Source: an optimization exercise on an open RTL-to-GDS flow (aim: small area). Production flows keep margins and buffers that such runs may drop. Function not checked in this run: the RTL went through the layout flow alone. No activity file was given, so power comes from the tool's default toggle rates.

==> design.v <==
module exponent_multiplier (
    i_clk, i_rst_n,
    i_load, i_start, i_select,
    i_A, i_B,
    o_done, led_select, o_P,
	seg_i_A_ten, seg_i_A_unit, 
	seg_i_B_ten, seg_i_B_unit, 
	seg_o_P_thousand, seg_o_P_hundred, seg_o_P_ten, seg_o_P_unit
);
    input wire i_clk, i_rst_n;
    input wire i_load, i_start, i_select;
    input [3:0] i_A, i_B;
    output reg o_done, led_select;
    output reg [29:0] o_P;
	output reg [6:0] seg_i_A_ten, seg_i_A_unit;
	output reg [6:0] seg_i_B_ten, seg_i_B_unit;
	output reg [6:0] seg_o_P_thousand, seg_o_P_hundred, seg_o_P_ten, seg_o_P_unit;
    parameter IDLE = 3'b000, LOAD = 3'b001, CALC = 3'b010, FINISH = 3'b011;
    reg [2:0] current_state;
    reg [3:0] reg_A, reg_B;
	reg [3:0] led_reg_A, led_reg_B;
    reg [19:0] reg_A_shift;
    reg [29:0] reg_P_exp;
    reg [7:0] reg_P_mul;
    reg [3:0] counter_exp;
    reg [2:0] index_bit_B;
    reg exp_done, mul_done;
    always @(posedge i_clk or negedge i_rst_n) begin
        if (!i_rst_n) begin
            reg_A <= 4'b0;
            reg_B <= 4'b0;
            reg_P_exp <= 30'b1;
            reg_P_mul <= 8'b0;
            reg_A_shift <= 20'b0;
			led_reg_A <= 4'b0;	
			led_reg_B <= 4'b0;	
            o_done <= 0;
			led_select <= 0;
            o_P <= 30'b0;
            counter_exp <= 4'b0;
            index_bit_B <= 3'b0;
            exp_done <= 0;
            mul_done <= 0;
            current_state <= IDLE;
        end
        else begin
            case (current_state)
                IDLE: begin
                    reg_A <= 4'b0;
                    reg_B <= 4'b0;
                    reg_P_exp <= 30'b1;
                    reg_P_mul <= 8'b0;
                    reg_A_shift <= 20'b0;
                    o_done <= 0;
					led_select <= 0;
                    o_P <= 30'b0;
                    counter_exp <= 4'b0;
                    index_bit_B <= 3'b0;
                    exp_done <= 0;
                    mul_done <= 0;
                    if (!i_load) begin 
                        reg_A <= i_A;
						led_reg_A <= i_A;
                        reg_B <= i_B;
						led_reg_B <= i_B;
                        reg_A_shift <= {16'b0, i_A};
                        current_state <= LOAD;
                    end                    
                end    
                LOAD: begin                    
                    current_state <= (!i_start) ? CALC : LOAD;
                end
                CALC: begin
                    if (i_start) begin
                        if (!exp_done) begin
                            if (counter_exp < reg_B) begin
                                reg_P_exp <= reg_P_exp * reg_A;
                                counter_exp <= counter_exp + 1;
                            end
                            else begin
                                exp_done <= 1;
                            end
                        end
                        if (!mul_done) begin
                            if (index_bit_B < 4) begin
                                if (reg_B[index_bit_B]) begin
                                    reg_P_mul <= reg_P_mul + reg_A_shift[7:0];
                                end
                                reg_A_shift <= reg_A_shift << 1;
                                index_bit_B <= index_bit_B + 1;
                            end
                            else begin
                                mul_done <= 1;
                            end
                        end
                        if (exp_done && mul_done) begin
                            current_state <= FINISH;
                        end
                    end
                end
                FINISH: begin
                    o_done <= 1;
                    led_select <= !i_select;
                    if (!i_select) begin
                        o_P <= reg_P_exp;
                    end
                    else if (i_select) begin
                        o_P <= {22'b0, reg_P_mul};
                    end
                    if (!i_start) begin
                        current_state <= IDLE;
                    end
                end
            endcase
        end
    end
	always @(*) begin                 
		case (led_reg_A % 10)
			4'd0: seg_i_A_unit = 7'b1000000;
			4'd1: seg_i_A_unit = 7'b1111001;
			4'd2: seg_i_A_unit = 7'b0100100;
			4'd3: seg_i_A_unit = 7'b0110000;
			4'd4: seg_i_A_unit = 7'b0011001;
			4'd5: seg_i_A_unit = 7'b0010010;
			4'd6: seg_i_A_unit = 7'b0000010;
			4'd7: seg_i_A_unit = 7'b1111000;
			4'd8: seg_i_A_unit = 7'b0000000;
			4'd9: seg_i_A_unit = 7'b0010000;
			default: seg_i_A_unit = 7'b1000000;
		endcase
		case (led_reg_A / 10)
			4'd0: seg_i_A_ten = 7'b1000000;
			4'd1: seg_i_A_ten = 7'b1111001;
			4'd2: seg_i_A_ten = 7'b0100100;
			4'd3: seg_i_A_ten = 7'b0110000;
			4'd4: seg_i_A_ten = 7'b0011001;
			4'd5: seg_i_A_ten = 7'b0010010;
			4'd6: seg_i_A_ten = 7'b0000010;
			4'd7: seg_i_A_ten = 7'b1111000;
			4'd8: seg_i_A_ten = 7'b0000000;
			4'd9: seg_i_A_ten = 7'b0010000;
			default: seg_i_A_ten = 7'b1000000;
		endcase
		case (led_reg_B % 10)
			4'd0: seg_i_B_unit = 7'b1000000;
			4'd1: seg_i_B_unit = 7'b1111001;
			4'd2: seg_i_B_unit = 7'b0100100;
			4'd3: seg_i_B_unit = 7'b0110000;
			4'd4: seg_i_B_unit = 7'b0011001;
			4'd5: seg_i_B_unit = 7'b0010010;
			4'd6: seg_i_B_unit = 7'b0000010;
			4'd7: seg_i_B_unit = 7'b1111000;
			4'd8: seg_i_B_unit = 7'b0000000;
			4'd9: seg_i_B_unit = 7'b0010000;
			default: seg_i_B_unit = 7'b1000000;
		endcase
		case (led_reg_B / 10)
			4'd0: seg_i_B_ten = 7'b1000000;
			4'd1: seg_i_B_ten = 7'b1111001;
			4'd2: seg_i_B_ten = 7'b0100100;
			4'd3: seg_i_B_ten = 7'b0110000;
			4'd4: seg_i_B_ten = 7'b0011001;
			4'd5: seg_i_B_ten = 7'b0010010;
			4'd6: seg_i_B_ten = 7'b0000010;
			4'd7: seg_i_B_ten = 7'b1111000;
			4'd8: seg_i_B_ten = 7'b0000000;
			4'd9: seg_i_B_ten = 7'b0010000;
			default: seg_i_B_ten = 7'b1000000;
		endcase
		case (o_P % 10)
			4'd0: seg_o_P_unit = 7'b1000000;
			4'd1: seg_o_P_unit = 7'b1111001;
			4'd2: seg_o_P_unit = 7'b0100100;
			4'd3: seg_o_P_unit = 7'b0110000;
			4'd4: seg_o_P_unit = 7'b0011001;
			4'd5: seg_o_P_unit = 7'b0010010;
			4'd6: seg_o_P_unit = 7'b0000010;
			4'd7: seg_o_P_unit = 7'b1111000;
			4'd8: seg_o_P_unit = 7'b0000000;
			4'd9: seg_o_P_unit = 7'b0010000;
			default: seg_o_P_unit = 7'b1000000;
		endcase
		case ((o_P / 10) % 10)
			4'd0: seg_o_P_ten = 7'b1000000;
			4'd1: seg_o_P_ten = 7'b1111001;
			4'd2: seg_o_P_ten = 7'b0100100;
			4'd3: seg_o_P_ten = 7'b0110000;
			4'd4: seg_o_P_ten = 7'b0011001;
			4'd5: seg_o_P_ten = 7'b0010010;
			4'd6: seg_o_P_ten = 7'b0000010;
			4'd7: seg_o_P_ten = 7'b1111000;
			4'd8: seg_o_P_ten = 7'b0000000;
			4'd9: seg_o_P_ten = 7'b0010000;
			default: seg_o_P_ten = 7'b1000000;
		endcase
		case ((o_P / 100) % 10)
			4'd0: seg_o_P_hundred = 7'b1000000;
			4'd1: seg_o_P_hundred = 7'b1111001;
			4'd2: seg_o_P_hundred = 7'b0100100;
			4'd3: seg_o_P_hundred = 7'b0110000;
			4'd4: seg_o_P_hundred = 7'b0011001;
			4'd5: seg_o_P_hundred = 7'b0010010;
			4'd6: seg_o_P_hundred = 7'b0000010;
			4'd7: seg_o_P_hundred = 7'b1111000;
			4'd8: seg_o_P_hundred = 7'b0000000;
			4'd9: seg_o_P_hundred = 7'b0010000;
			default: seg_o_P_hundred = 7'b1000000;
		endcase
		case ((o_P / 1000) % 10)
			4'd0: seg_o_P_thousand = 7'b1000000;
			4'd1: seg_o_P_thousand = 7'b1111001;
			4'd2: seg_o_P_thousand = 7'b0100100;
			4'd3: seg_o_P_thousand = 7'b0110000;
			4'd4: seg_o_P_thousand = 7'b0011001;
			4'd5: seg_o_P_thousand = 7'b0010010;
			4'd6: seg_o_P_thousand = 7'b0000010;
			4'd7: seg_o_P_thousand = 7'b1111000;
			4'd8: seg_o_P_thousand = 7'b0000000;
			4'd9: seg_o_P_thousand = 7'b0010000;
			default: seg_o_P_thousand = 7'b1000000;		
		endcase
    end
endmodule
==> run.sh <==
#!/bin/bash
# synth_recipe.tcl (not shown) runs the flow's synth.tcl, then flattens the netlist and writes it again
# the make line also repeats each setting of config.mk as NAME=value (left out here)
make -C /OpenROAD-flow-scripts/flow DESIGN_CONFIG=/design/flow/config.mk WORK_HOME=/design/flow/orfs CLKGATE_MAP_FILE= SYNTH_SCRIPT=/design/flow/synth_recipe.tcl finish
==> config.mk <==
export PLATFORM = sky130hd
export DESIGN_NAME = exponent_multiplier
export DESIGN_NICKNAME = exponent_multiplier
export VERILOG_FILES = /design/flow/design.v
export SDC_FILE = /design/flow/constraint.sdc
export NUM_CORES = 4
export LEC_CHECK = 0
export CAP_MARGIN = 20
export CORE_MARGIN = 2
export CORE_UTILIZATION = 40
export PLACE_DENSITY = 0.6
export SLEW_MARGIN = 20
==> constraint.sdc <==
create_clock -name core_clock -period 50.0 [get_ports {i_clk}]
set_input_delay 10.0000 -clock core_clock [delete_from_list [all_inputs] [get_ports {i_clk}]]
set_output_delay 10.0000 -clock core_clock [all_outputs]
set_load 0.01 [all_outputs]
==> run notes <==
what timing repair did:
action / 4_1_cts / 5_1_grt
resized for setup: 4 / 76
setup endpoints to repair: 7 / 7
buffers inserted: 3 / 21
pin swaps: 3 / 8
worst max path at each step:
stage                  from                   to  slack [ns]  cells past startpoint
finish              o_P[24]  seg_o_P_thousand[6]        2.10                    111
global route        o_P[27]  seg_o_P_thousand[6]       -0.04                    115
CTS                 o_P[25]  seg_o_P_thousand[6]        0.07                    113
detailed placement  o_P[26]  seg_o_P_thousand[6]        0.20                    112
global placement    o_P[26]  seg_o_P_thousand[6]        0.71                    108
floorplan           o_P[22]  seg_o_P_thousand[4]        7.52                    114
final cells by class:
cell class                      instances  area (µm²)
Clock buffer                            9       225.2
Clock inverter                          7       63.81
Tap cell                             1165        1458
Sequential cell                       105        2634
Fill cell                            9111       49490
Timing Repair Buffer                  273        2307
Multi-Input combinational cell       4494       31300
Inverter                              204       765.7
per-layer routing:
| metal | vias to the layer above | wire length (µm) | track usage |
|---|---|---|---|
| li1 | 19370 | - | - |
| met1 | 19140 | 56480 | 0.3642 |
| met2 | 1498 | 56320 | 0.4204 |
| met3 | 199 | 7635 | 0.02593 |
| met4 | 0 | 2718 | 0.06176 |
| met5 | - | 0 | 0 |
state kept, by name, indices dropped and copies added (netlist names), 3 cells and up, named ones only:
name / cells
o_P: 30
counter_exp: 4
reg_B: 4
reg_P_exp: 30
reg_A_shift: 8
led_reg_A: 4
reg_A: 4
index_bit_B: 3
led_reg_B: 4
reg_P_mul: 8
cell families (layout without fill, tap and decap cells):
logic type               after synthesis  count (layout)  share of synthesized area
AND/OR/NAND/NOR                     2123            2123                     0.3135
AO/OA/AOI/OAI                       1710            1710                     0.3537
buffers and inverters                513             493                    0.06006
XOR/XNOR                             375             375                    0.09515
adder cells (fa/ha/maj)              166             166                    0.06890
multiplexers                         114             114                    0.03442
flip-flops                           105             105                    0.07401
other                                  2               6                  0.0002114
metrics by stage:
stage,worst slack [ns],hold slack [ns]
after floorplan,7.516,0.4692
after global placement,0.7083,0.4640
after detailed placement,0.1970,0.4771
after CTS,0.06558,0.4940
after global routing,-0.04497,0.5020
final,2.099,0.4876
power groups by stage:
stage	Sequential [W]	Clock, W	Combinational (W)
floorplan	0.000106	0	0.000104
global placement	0.000109	0	0.000168
detailed placement	0.000109	0	0.000168
CTS	0.000108	0.0000746	0.000169
global route	0.000110	0.0000779	0.000188
finish	0.000108	0.0000728	0.000168
cells in the final DEF, fill, tap and decap left out, types with 82 or more instances in the layout:
master,count
and2_1,107
xnor2_1,258
buf_4,178
nor2_1,422
xor2_1,99
dfrtp_1,100
inv_1,195
o21ai_0,275
nand3_1,193
clkdlybuf4s50_1,93
nand2_1,553
a21oi_1,324
nor3_1,179
ha_1,97
nor4_1,82
==> summary.txt <==
Status
  – Outcome: no timing/DRC/antenna violations

Synthesis
  – Synth warn: 1
  – Most numerous cell in the Yosys netlist: nand2_1
  – Sequential area share after synthesis: 0.07401
  – Yosys cell types: 160
  – Ys async rst share: 1.000
  – Avg Inst Size Synth: 6.954 µm²
  – Top post-synthesis cells by area: dfrtp_1, xnor2_1, nand2_1, a21oi_1, nor2_1
  – Most used DFF post-synth: dfrtp_1
  – Cells after Synth: 5108
  – Post-synth EDFFs: 0
  – Mapped cell area: roughly 36000 µm²
  – Leading area contributor after synthesis: dfrtp_1
  – Register bit total from synthesis: between 100 and 150
  – Top-area cell type share of the netlist area: 0.07327
  – Commonest cells post-synth: nand2_1, nor2_1, a21oi_1, o21ai_0, xnor2_1

Place
  – Inst Count DP: 6217
  – Port bufs: 94
  – DP Area: about 38000 µm²
  – Global placement routability congestion: ~0.96
  – HPWL after detailed placement: ~95 mm

Power
  – Clock share of power: 0.209
  – Leakage: 16.20 nW
  – Power density cells: about 9 nW/µm²
  – Pwr Total: between 0.0003 and 0.0004 W
  – Sw Share: 0.4410
  – Psw: about 0.00015 W
  – Combinational power share: 0.482
  – Max IR drop VDD: roughly 0.041 mV
  – P_int: ~0.00019 W
  – Sequential fraction of design power: 0.309

Worst setup path
  – Slowest cell on crit path: or4b_1
  – WP buf/inv: 11
  – Reg2reg end: reg_P_exp[29]
  – Worst reg-to-reg setup slack: around 43 ns
  – Worst EP required: approximately 40 ns
  – Most common cell on crit path: buf_4
  – Top Family by Delay on Critical Path: compound AO/OA/AOI/OAI gates
  – Crit Path Category: flop to output port
  – Startpoint types: flop
  – Reg2reg start: reg_A[3]
  – Worst path arrival time: 37.90 ns
  – Worst r2r path cells: 34
  – Crit path capture type: output port
  – Max stage delay on crit path: 0.70 ns
  – CP Max Fanout: 22

Clock network
  – Clock insertion delay at the later pin of the skew report: ~0.37 ns
  – Clock root buffer: clkbuf_16
  – Htree depth: 3
  – CTS tree: built
  – # hold bufs at CTS: 0
  – Clock Sinks: around 110
  – Clk pin slew, worst setup/hold paths: 0.08 ns
  – Clock Path Buffers: 2
  – TritonCTS buffer count: 9

Global routing
  – Tot GR Track Use: 0.2578
  – Global-route wire length before repair: between 150 and 200 mm
  – Antenna violations before repair: 0
  – GRT overflow: 0
  – Largest net degree at the start of global routing: between 60 and 70
  – Number of global-route vias before repair: between 30000 and 40000

Routing
  – Mean number of vias per cell: between 6 and 7
  – Final ANT Viol Nets: 0
  – DR iter-0 viols: slightly above 4000
  – Vias after detailed routing: approximately 40000
  – Average wire per standard cell: 19.68 µm
  – DR pass1 iterations: 6
  – DRC viols: 0
  – WL final: approximately 120 mm

Final layout
  – Design area: about 39000 µm²
  – Layout area overhead: 9.095%
  – Post-layout nets: roughly 5300
  – Non-filler instance count after layout: around 6300
  – Antenna diode count: 0
  – Layout cells sized above 1: 0.1029
  – Fin util: 0.4391

STA
  – Max Transition Viols Final: 0
  – Final hold violations: 0
  – Slew @ Worst Pin: ~1.1 ns
  – Final setup fails: 0
  – Worst relative slew slack: 0.2444
  – Skew final: 0.008892 ns
  – Max Clock Freq: between 20 and 25 MHz
  – TNS Setup: 0 ns
  – Tmin final: around 48 ns
  – Fin crit share: 0.9580

Die
  – DIE AREA: roughly 91000 µm²
  – Core box area: 88240 µm²
  – Ports: approximately 100
  – Rows: between 100 and 150
  – Die Width: roughly 300 µm
  – Starting Density: 0.4025
  – Die Y: ~300 µm

Worst hold path
  – Min-delay src: led_select
  – Hold depth: 1
  – Hold endpoint: led_select
  – Hold Path Class: flop to flop

Run
  – Max-Cap Viols: 0

[what the ideal ports hide]
The results above use ideal ports. As a check the final layout listed here was re-extracted and re-timed, cells and wires unchanged.
Step 1 sets driving cells, clkbuf_16 on the clock port and buf_2 on the other inputs (assumed; they add their load-dependent delay and slew).
Step 2 also shifts input and output timing later by t, the mid clock arrival at the registers, as if the neighbouring blocks saw the same clock.
Three values: no drivers, after step 1, after step 2; two values: the first two.
t (ns): 0.413
slack for setup (ns): 2.099 / 2.052 / 2.466
worst setup path after step 2: register to output
cell pins on the clock port's net: 1
After both steps setup and hold are still met in this run. For this run, drivers alone change the setup slack by -0.047 ns; drivers and shift together by +0.367 ns.
